Source: an optimization exercise on an open RTL-to-GDS flow (aim: small area). Production flows keep margins and buffers that such runs may drop.
Function was checked by simulation only, so behaviour that the tests miss may differ from the original.

==> build 82 <==
## vga_char_86x32
module vga_char_86x32 #(
    parameter VGA_CLK_DIV = 1
)(
    input  logic         clk, rst_n,
    output logic         hsync, vsync,
    output logic         red, green, blue,
    output logic         req,
    output logic [ 6:0]  reqx,
    output logic [ 4:0]  reqy,
    input  logic [ 6:0]  ascii
);
==> module vga_char_86x32, before the edit <==
module vga_char_86x32 #(
    parameter VGA_CLK_DIV = 1
)(
    input  logic         clk, rst_n,
    output logic         hsync, vsync,
    output logic         red, green, blue,
    output logic         req,
    output logic [ 6:0]  reqx,
    output logic [ 4:0]  reqy,
    input  logic [ 6:0]  ascii
);
logic [9:0] h, v;
function automatic logic lt(input logic [9:0] a, input logic [9:0] c);
    logic r;
    integer i;
    r = 1'b0;
    for (i = 0; i < 10; i = i + 1)
        r = c[i] ? (~a[i] | r) : (~a[i] & r);
    lt = r;
endfunction
function automatic logic ge(input logic [9:0] a, input logic [9:0] c);
    ge = ~lt(a, c);
endfunction
logic       hold;
always @ (posedge clk or negedge rst_n)
    if (~rst_n) begin
        h    <= 10'd998;
        v    <= 10'd688;
        hold <= 1'b1;
    end else begin
        if (h == 10'd998) begin
            h <= 10'd0;
            v <= (v == 10'd688) ? 10'd0 : v + 10'd1;
        end else
            h <= h + 10'd1;
        if (h == 10'd3) hold <= 1'b0;
    end
wire [6:0] x  = h[9:3];
wire       act = lt(h, 10'd688) && lt(v, 10'd512);
assign req  = act && h[2:0] == 3'd0 && v[3:0] == 4'd0;
assign reqx = act ? x      : 7'd0;
assign reqy = act ? v[8:4] : 5'd0;
wire wr = act && h[2:0] == 3'd1 && v[3:0] == 4'd0;
wire ga = lt({3'd0, x}, 10'd37);
wire gb = ~ga && lt({3'd0, x}, 10'd74);
wire gc = ~ga && ~gb && lt({3'd0, x}, 10'd83);
wire gd = ~ga && ~gb && ~gc;
logic [37*7-1:0] ra, rb;
logic [ 9*7-1:0] rc;
logic [ 3*7-1:0] rd;
always @ (posedge clk) begin
    ra <= {ra[36*7-1:0], (wr && ga) ? ascii : ra[37*7-1 -: 7]};
    rb <= {rb[36*7-1:0], (wr && gb) ? ascii : rb[37*7-1 -: 7]};
    rc <= {rc[ 8*7-1:0], (wr && gc) ? ascii : rc[ 9*7-1 -: 7]};
    rd <= {rd[ 2*7-1:0], (wr && gd) ? ascii : rd[ 3*7-1 -: 7]};
end
logic [6:0] ch;
always @ (posedge clk)
    if (h[2:0] == 3'd3)
        ch <= ga ? ra[13:7] : gb ? rb[13:7] : gc ? rc[13:7] : rd[13:7];
wire pix;
glyph_rom u_rom(.c(ch), .y(v[3:0]), .xc(h[2:0]), .p(pix));
wire txt = ge(h, 10'd4) && lt(h, 10'd692) && lt(v, 10'd512);
wire hs = ge(h, 10'd751) && lt(h, 10'd879);
wire vs = ge(h, 10'd4) ? (ge(v, 10'd584) && lt(v, 10'd588)) : (ge(v, 10'd585) && lt(v, 10'd589));
wire hr = (ge(h, 10'd696) && lt(h, 10'd726)) || (ge(h, 10'd968) && lt(h, 10'd998));
wire hi = lt(h, 10'd726) || ge(h, 10'd968);
wire vr = (ge(v, 10'd516) && lt(v, 10'd546)) || (ge(v, 10'd654) && lt(v, 10'd684));
wire vi = lt(v, 10'd546) || ge(v, 10'd654);
wire vr1 = (ge(v, 10'd517) && lt(v, 10'd547)) || (ge(v, 10'd655) && lt(v, 10'd685));
wire border = lt(h, 10'd4) ? vr1 : ((hr && vi) || (vr && hi));
assign hsync = ~hold & ~hs;
assign vsync = ~hold & ~vs;
assign green = txt & pix;
assign blue  = txt & pix;
assign red   = (txt & pix) | border;
endmodule
==> flow/config.mk <==
export PLATFORM = sky130hd
export DESIGN_NAME = vga_char_86x32
export DESIGN_NICKNAME = vga_char_86x32
export VERILOG_FILES = /design/flow/design.v
export SDC_FILE = /design/flow/constraint.sdc
export NUM_CORES = 4
export LEC_CHECK = 0
export CAP_MARGIN = 10
export CORE_MARGIN = 2
export CORE_UTILIZATION = 55
export CTS_BUF_LIST = sky130_fd_sc_hd__clkbuf_16
export CTS_CLUSTER_DIAMETER = 100
export CTS_CLUSTER_SIZE = 30
export GPL_TIMING_DRIVEN = 0
export SLEW_MARGIN = 10
export SYNTH_MEMORY_MAX_BITS = 32768
==> flow/constraint.sdc <==
create_clock -name core_clock -period 20.0 [get_ports {clk}]
set_input_delay 4.0000 -clock core_clock [delete_from_list [all_inputs] [get_ports {clk}]]
set_output_delay 4.0000 -clock core_clock [all_outputs]
set_load 0.01 [all_outputs]
standard.sh (not shown) runs the stock make flow with config.mk's settings and CLKGATE_MAP_FILE= SYNTH_SCRIPT=/design/flow/synth_recipe.tcl, a recipe that flattens the netlist after the stock synthesis.
==> flow/flow/run.sh <==
#!/bin/bash
# Layout flow: the standard ORFS flow, except that synthesis maps the
# combinational logic with an area-oriented ABC script (flow/abc_area_map.script)
# instead of ORFS's delay-oriented one, and leaves adders to ABC rather than
# mapping them onto half/full-adder cells first (ADDER_MAP_FILE empty).  Everything else -- the Yosys front end,
# flip-flop mapping, register names, floorplan, placement, CTS, routing -- is
# the standard.sh unchanged, but for the port buffers, which are the
# smallest buffer cell.  Each tool's output goes to a log of its own.
set -euo pipefail
W=$PWD
F=$W/flow

# synth_recipe.tcl with one addition: Yosys's abc command gets our script.
{
  head -n 1 synth_recipe.tcl
  cat <<TCL
proc abc {args} {
  set i [lsearch -exact \$args -script]
  if {\$i >= 0} { lset args [expr {\$i + 1}] $F/abc_area_map.script }
  yosys abc {*}\$args
}
TCL
  tail -n +2 synth_recipe.tcl
} > $W/area_synth.tcl

bash standard.sh SYNTH_SCRIPT=$W/area_synth.tcl ADDER_MAP_FILE= synth > $W/synth.log 2>&1
bash standard.sh BUFFER_PORTS_ARGS="-buffer_cell sky130_fd_sc_hd__buf_1" finish > $W/layout.log 2>&1
test -s $W/out/final.def
==> flow/flow/abc_area_map.script <==
strash
&get -n
&dch
&nf -R 1000 -p -F 8 -A 4 -C 32
&put
strash
&get -n
&dch
&nf -R 1000 -p -F 8 -A 4 -C 32
&put
topo
==> inputs of build 46, as changes to build 82 <==
--- a/flow/design.v
+++ b/flow/design.v
@@ -11,15 +11,4 @@
 );
 logic [9:0] h, v;
-function automatic logic lt(input logic [9:0] a, input logic [9:0] c);
-    logic r;
-    integer i;
-    r = 1'b0;
-    for (i = 0; i < 10; i = i + 1)
-        r = c[i] ? (~a[i] | r) : (~a[i] & r);
-    lt = r;
-endfunction
-function automatic logic ge(input logic [9:0] a, input logic [9:0] c);
-    ge = ~lt(a, c);
-endfunction
 logic       hold;
 always @ (posedge clk or negedge rst_n)
@@ -37,12 +26,12 @@
     end
 wire [6:0] x  = h[9:3];
-wire       act = lt(h, 10'd688) && lt(v, 10'd512);
+wire       act = (h < 10'd688) && (v < 10'd512);
 assign req  = act && h[2:0] == 3'd0 && v[3:0] == 4'd0;
 assign reqx = act ? x      : 7'd0;
 assign reqy = act ? v[8:4] : 5'd0;
 wire wr = act && h[2:0] == 3'd1 && v[3:0] == 4'd0;
-wire ga = lt({3'd0, x}, 10'd37);
-wire gb = ~ga && lt({3'd0, x}, 10'd74);
-wire gc = ~ga && ~gb && lt({3'd0, x}, 10'd83);
+wire ga = x < 7'd37;
+wire gb = ~ga && x < 7'd74;
+wire gc = ~ga && ~gb && x < 7'd83;
 wire gd = ~ga && ~gb && ~gc;
 logic [37*7-1:0] ra, rb;
@@ -61,13 +50,13 @@
 wire pix;
 glyph_rom u_rom(.c(ch), .y(v[3:0]), .xc(h[2:0]), .p(pix));
-wire txt = ge(h, 10'd4) && lt(h, 10'd692) && lt(v, 10'd512);
-wire hs = ge(h, 10'd751) && lt(h, 10'd879);
-wire vs = ge(h, 10'd4) ? (ge(v, 10'd584) && lt(v, 10'd588)) : (ge(v, 10'd585) && lt(v, 10'd589));
-wire hr = (ge(h, 10'd696) && lt(h, 10'd726)) || (ge(h, 10'd968) && lt(h, 10'd998));
-wire hi = lt(h, 10'd726) || ge(h, 10'd968);
-wire vr = (ge(v, 10'd516) && lt(v, 10'd546)) || (ge(v, 10'd654) && lt(v, 10'd684));
-wire vi = lt(v, 10'd546) || ge(v, 10'd654);
-wire vr1 = (ge(v, 10'd517) && lt(v, 10'd547)) || (ge(v, 10'd655) && lt(v, 10'd685));
-wire border = lt(h, 10'd4) ? vr1 : ((hr && vi) || (vr && hi));
+wire txt = (h >= 10'd4) && (h < 10'd692) && (v < 10'd512);
+wire hs = (h >= 10'd751) && (h < 10'd879);
+wire vs = (h >= 10'd4) ? (v >= 10'd584 && v < 10'd588) : (v >= 10'd585 && v < 10'd589);
+wire hr = (h >= 10'd696 && h < 10'd726) || (h >= 10'd968 && h < 10'd998);
+wire hi = (h < 10'd726) || (h >= 10'd968);
+wire vr = (v >= 10'd516 && v < 10'd546) || (v >= 10'd654 && v < 10'd684);
+wire vi = (v < 10'd546) || (v >= 10'd654);
+wire vr1 = (v >= 10'd517 && v < 10'd547) || (v >= 10'd655 && v < 10'd685);
+wire border = (h < 10'd4) ? vr1 : ((hr && vi) || (vr && hi));
 assign hsync = ~hold & ~hs;
 assign vsync = ~hold & ~vs;
--- a/flow/flow/run.sh
+++ b/flow/flow/run.sh
@@ -2,6 +2,5 @@
 # Layout flow: the standard ORFS flow, except that synthesis maps the
 # combinational logic with an area-oriented ABC script (flow/abc_area_map.script)
-# instead of ORFS's delay-oriented one, and leaves adders to ABC rather than
-# mapping them onto half/full-adder cells first (ADDER_MAP_FILE empty).  Everything else -- the Yosys front end,
+# instead of ORFS's delay-oriented one.  Everything else -- the Yosys front end,
 # flip-flop mapping, register names, floorplan, placement, CTS, routing -- is
 # the standard.sh unchanged, but for the port buffers, which are the
@@ -24,5 +23,5 @@
 } > $W/area_synth.tcl
 
-bash standard.sh SYNTH_SCRIPT=$W/area_synth.tcl ADDER_MAP_FILE= synth > $W/synth.log 2>&1
+bash standard.sh SYNTH_SCRIPT=$W/area_synth.tcl synth > $W/synth.log 2>&1
 bash standard.sh BUFFER_PORTS_ARGS="-buffer_cell sky130_fd_sc_hd__buf_1" finish > $W/layout.log 2>&1
 test -s $W/out/final.def
--- a/flow/config.mk
+++ b/flow/config.mk
@@ -11,5 +11,5 @@
 export CTS_BUF_LIST = sky130_fd_sc_hd__clkbuf_16
 export CTS_CLUSTER_DIAMETER = 100
-export CTS_CLUSTER_SIZE = 30
+export CTS_CLUSTER_SIZE = 27
 export GPL_TIMING_DRIVEN = 0
 export SLEW_MARGIN = 10
==> inputs of build 51, as changes to build 82 <==
--- a/flow/design.v
+++ b/flow/design.v
@@ -11,15 +11,4 @@
 );
 logic [9:0] h, v;
-function automatic logic lt(input logic [9:0] a, input logic [9:0] c);
-    logic r;
-    integer i;
-    r = 1'b0;
-    for (i = 0; i < 10; i = i + 1)
-        r = c[i] ? (~a[i] | r) : (~a[i] & r);
-    lt = r;
-endfunction
-function automatic logic ge(input logic [9:0] a, input logic [9:0] c);
-    ge = ~lt(a, c);
-endfunction
 logic       hold;
 always @ (posedge clk or negedge rst_n)
@@ -37,12 +26,12 @@
     end
 wire [6:0] x  = h[9:3];
-wire       act = lt(h, 10'd688) && lt(v, 10'd512);
+wire       act = (h < 10'd688) && (v < 10'd512);
 assign req  = act && h[2:0] == 3'd0 && v[3:0] == 4'd0;
 assign reqx = act ? x      : 7'd0;
 assign reqy = act ? v[8:4] : 5'd0;
 wire wr = act && h[2:0] == 3'd1 && v[3:0] == 4'd0;
-wire ga = lt({3'd0, x}, 10'd37);
-wire gb = ~ga && lt({3'd0, x}, 10'd74);
-wire gc = ~ga && ~gb && lt({3'd0, x}, 10'd83);
+wire ga = x < 7'd37;
+wire gb = ~ga && x < 7'd74;
+wire gc = ~ga && ~gb && x < 7'd83;
 wire gd = ~ga && ~gb && ~gc;
 logic [37*7-1:0] ra, rb;
@@ -61,13 +50,13 @@
 wire pix;
 glyph_rom u_rom(.c(ch), .y(v[3:0]), .xc(h[2:0]), .p(pix));
-wire txt = ge(h, 10'd4) && lt(h, 10'd692) && lt(v, 10'd512);
-wire hs = ge(h, 10'd751) && lt(h, 10'd879);
-wire vs = ge(h, 10'd4) ? (ge(v, 10'd584) && lt(v, 10'd588)) : (ge(v, 10'd585) && lt(v, 10'd589));
-wire hr = (ge(h, 10'd696) && lt(h, 10'd726)) || (ge(h, 10'd968) && lt(h, 10'd998));
-wire hi = lt(h, 10'd726) || ge(h, 10'd968);
-wire vr = (ge(v, 10'd516) && lt(v, 10'd546)) || (ge(v, 10'd654) && lt(v, 10'd684));
-wire vi = lt(v, 10'd546) || ge(v, 10'd654);
-wire vr1 = (ge(v, 10'd517) && lt(v, 10'd547)) || (ge(v, 10'd655) && lt(v, 10'd685));
-wire border = lt(h, 10'd4) ? vr1 : ((hr && vi) || (vr && hi));
+wire txt = (h >= 10'd4) && (h < 10'd692) && (v < 10'd512);
+wire hs = (h >= 10'd751) && (h < 10'd879);
+wire vs = (h >= 10'd4) ? (v >= 10'd584 && v < 10'd588) : (v >= 10'd585 && v < 10'd589);
+wire hr = (h >= 10'd696 && h < 10'd726) || (h >= 10'd968 && h < 10'd998);
+wire hi = (h < 10'd726) || (h >= 10'd968);
+wire vr = (v >= 10'd516 && v < 10'd546) || (v >= 10'd654 && v < 10'd684);
+wire vi = (v < 10'd546) || (v >= 10'd654);
+wire vr1 = (v >= 10'd517 && v < 10'd547) || (v >= 10'd655 && v < 10'd685);
+wire border = (h < 10'd4) ? vr1 : ((hr && vi) || (vr && hi));
 assign hsync = ~hold & ~hs;
 assign vsync = ~hold & ~vs;
--- a/flow/flow/run.sh
+++ b/flow/flow/run.sh
@@ -2,6 +2,5 @@
 # Layout flow: the standard ORFS flow, except that synthesis maps the
 # combinational logic with an area-oriented ABC script (flow/abc_area_map.script)
-# instead of ORFS's delay-oriented one, and leaves adders to ABC rather than
-# mapping them onto half/full-adder cells first (ADDER_MAP_FILE empty).  Everything else -- the Yosys front end,
+# instead of ORFS's delay-oriented one.  Everything else -- the Yosys front end,
 # flip-flop mapping, register names, floorplan, placement, CTS, routing -- is
 # the standard.sh unchanged, but for the port buffers, which are the
@@ -24,5 +23,5 @@
 } > $W/area_synth.tcl
 
-bash standard.sh SYNTH_SCRIPT=$W/area_synth.tcl ADDER_MAP_FILE= synth > $W/synth.log 2>&1
+bash standard.sh SYNTH_SCRIPT=$W/area_synth.tcl synth > $W/synth.log 2>&1
 bash standard.sh BUFFER_PORTS_ARGS="-buffer_cell sky130_fd_sc_hd__buf_1" finish > $W/layout.log 2>&1
 test -s $W/out/final.def
==> flow/flow/abc_area_map.script (replaced) <==
strash
dch
map -a
strash
dch
map -a
topo
--- a/flow/config.mk
+++ b/flow/config.mk
@@ -11,5 +11,5 @@
 export CTS_BUF_LIST = sky130_fd_sc_hd__clkbuf_16
 export CTS_CLUSTER_DIAMETER = 100
-export CTS_CLUSTER_SIZE = 30
+export CTS_CLUSTER_SIZE = 25
 export GPL_TIMING_DRIVEN = 0
 export SLEW_MARGIN = 10
==> inputs of build 86, as changes to build 82 <==
--- a/flow/config.mk
+++ b/flow/config.mk
@@ -6,11 +6,11 @@
 export NUM_CORES = 4
 export LEC_CHECK = 0
-export CAP_MARGIN = 10
+export CAP_MARGIN = 20
 export CORE_MARGIN = 2
 export CORE_UTILIZATION = 55
 export CTS_BUF_LIST = sky130_fd_sc_hd__clkbuf_16
 export CTS_CLUSTER_DIAMETER = 100
-export CTS_CLUSTER_SIZE = 30
+export CTS_CLUSTER_SIZE = 27
 export GPL_TIMING_DRIVEN = 0
-export SLEW_MARGIN = 10
+export SLEW_MARGIN = 20
 export SYNTH_MEMORY_MAX_BITS = 32768
==> run summary <==
	build 51	build 46	build 86	build 82
Result of the run	no timing/DRC/antenna violations	no timing/DRC/antenna violations	no timing/DRC/antenna violations	no timing/DRC/antenna violations
Routed metal-1 wire length	24300 microns	21800 microns	21900 microns	22300 microns
Reg-to-reg critical path endpoint	v[9]	v[6]	v[9]	v[9]
Proportion of synthesized area in mux cells	1.78%	1.80%	2.01%	2.01%
Layout filler cell count	2379	2372	2261	2245
Share of the final layout cell area in multi-input gates	22.5%	24.6%	23.4%	23.5%
Inverters, non-clock	157	21	4	4
Arrival @ worst endpoint	8.70 ns	8.15 ns	6.96 ns	7.16 ns
Final Critical Period	12.70 ns	12.15 ns	10.96 ns	11.16 ns
Starting density of the core	55.9%	55.7%	56.0%	56.0%
Stages on worst setup path	16	14	16	15
Source of the critical timing path	v[1]	h[2]	h[2]	h[2]
Tapcells inserted	402	402	396	396
Post-Route Hold Slack	0.320 ns	0.328 ns	0.324 ns	0.325 ns
Share of synthesized cell area in full adder, half adder and majority cells	1.98%	2.00%	0%	0%
Final weighted congestion of routability-driven global placement	1.16	1.06	1.03	1.03
Worst setup path endpoint	red	green	red	red
Die boundary height	183 microns	183 microns	181 microns	181 microns
Sequential Area	12800 sq um	12800 sq um	12800 sq um	12800 sq um
Worst max-slew margin expressed relative to the limit	11.4%	11.1%	16.3%	8.40%
Routed wire per std cell	32.0 microns	29.1 microns	29.8 microns	30.1 microns
Cell row count	65	65	64	64
Fraction of the mapped netlist area in compound gates	11.0%	11.7%	12.1%	12.1%
Worst setup slack for register-to-register paths	14.52 ns	14.95 ns	14.84 ns	14.62 ns
Slew of the pin with the lowest slew margin	1.31 ns	1.30 ns	1.22 ns	1.37 ns
Post-layout instance area	19100 sq um	19000 sq um	18700 sq um	18600 sq um
Area post-placement	18300 sq um	18200 sq um	18000 sq um	18000 sq um

separate check: timing with driven ports:
The flow's constraints put no driver on any port. The routed layouts listed below were extracted and timed again, unchanged, in two steps. Step 1 assumes that a clkbuf_16 drives the clock port and a buf_2 every other input. Step 2 adds t to the input delays and takes it off the output delays; t is the mean of the earliest and latest rising clock arrival at the registers after step 1. Input paths then give back, and output paths get back, about the clock's delay inside the block. Slacks: ideal / step 1 / step 2; pairs: ideal / step 1.
run	t, ns	setup WS [ns]	worst setup path after step 2
build 82	0.619	8.844 / 8.788 / 9.407	register to output
build 46	0.635	7.852 / 7.793 / 8.429	register to output
build 51	0.629	7.300 / 7.246 / 7.875	register to output
build 86	0.629	9.037 / 8.978 / 9.607	register to output
After both steps setup and hold are still met in every run listed.
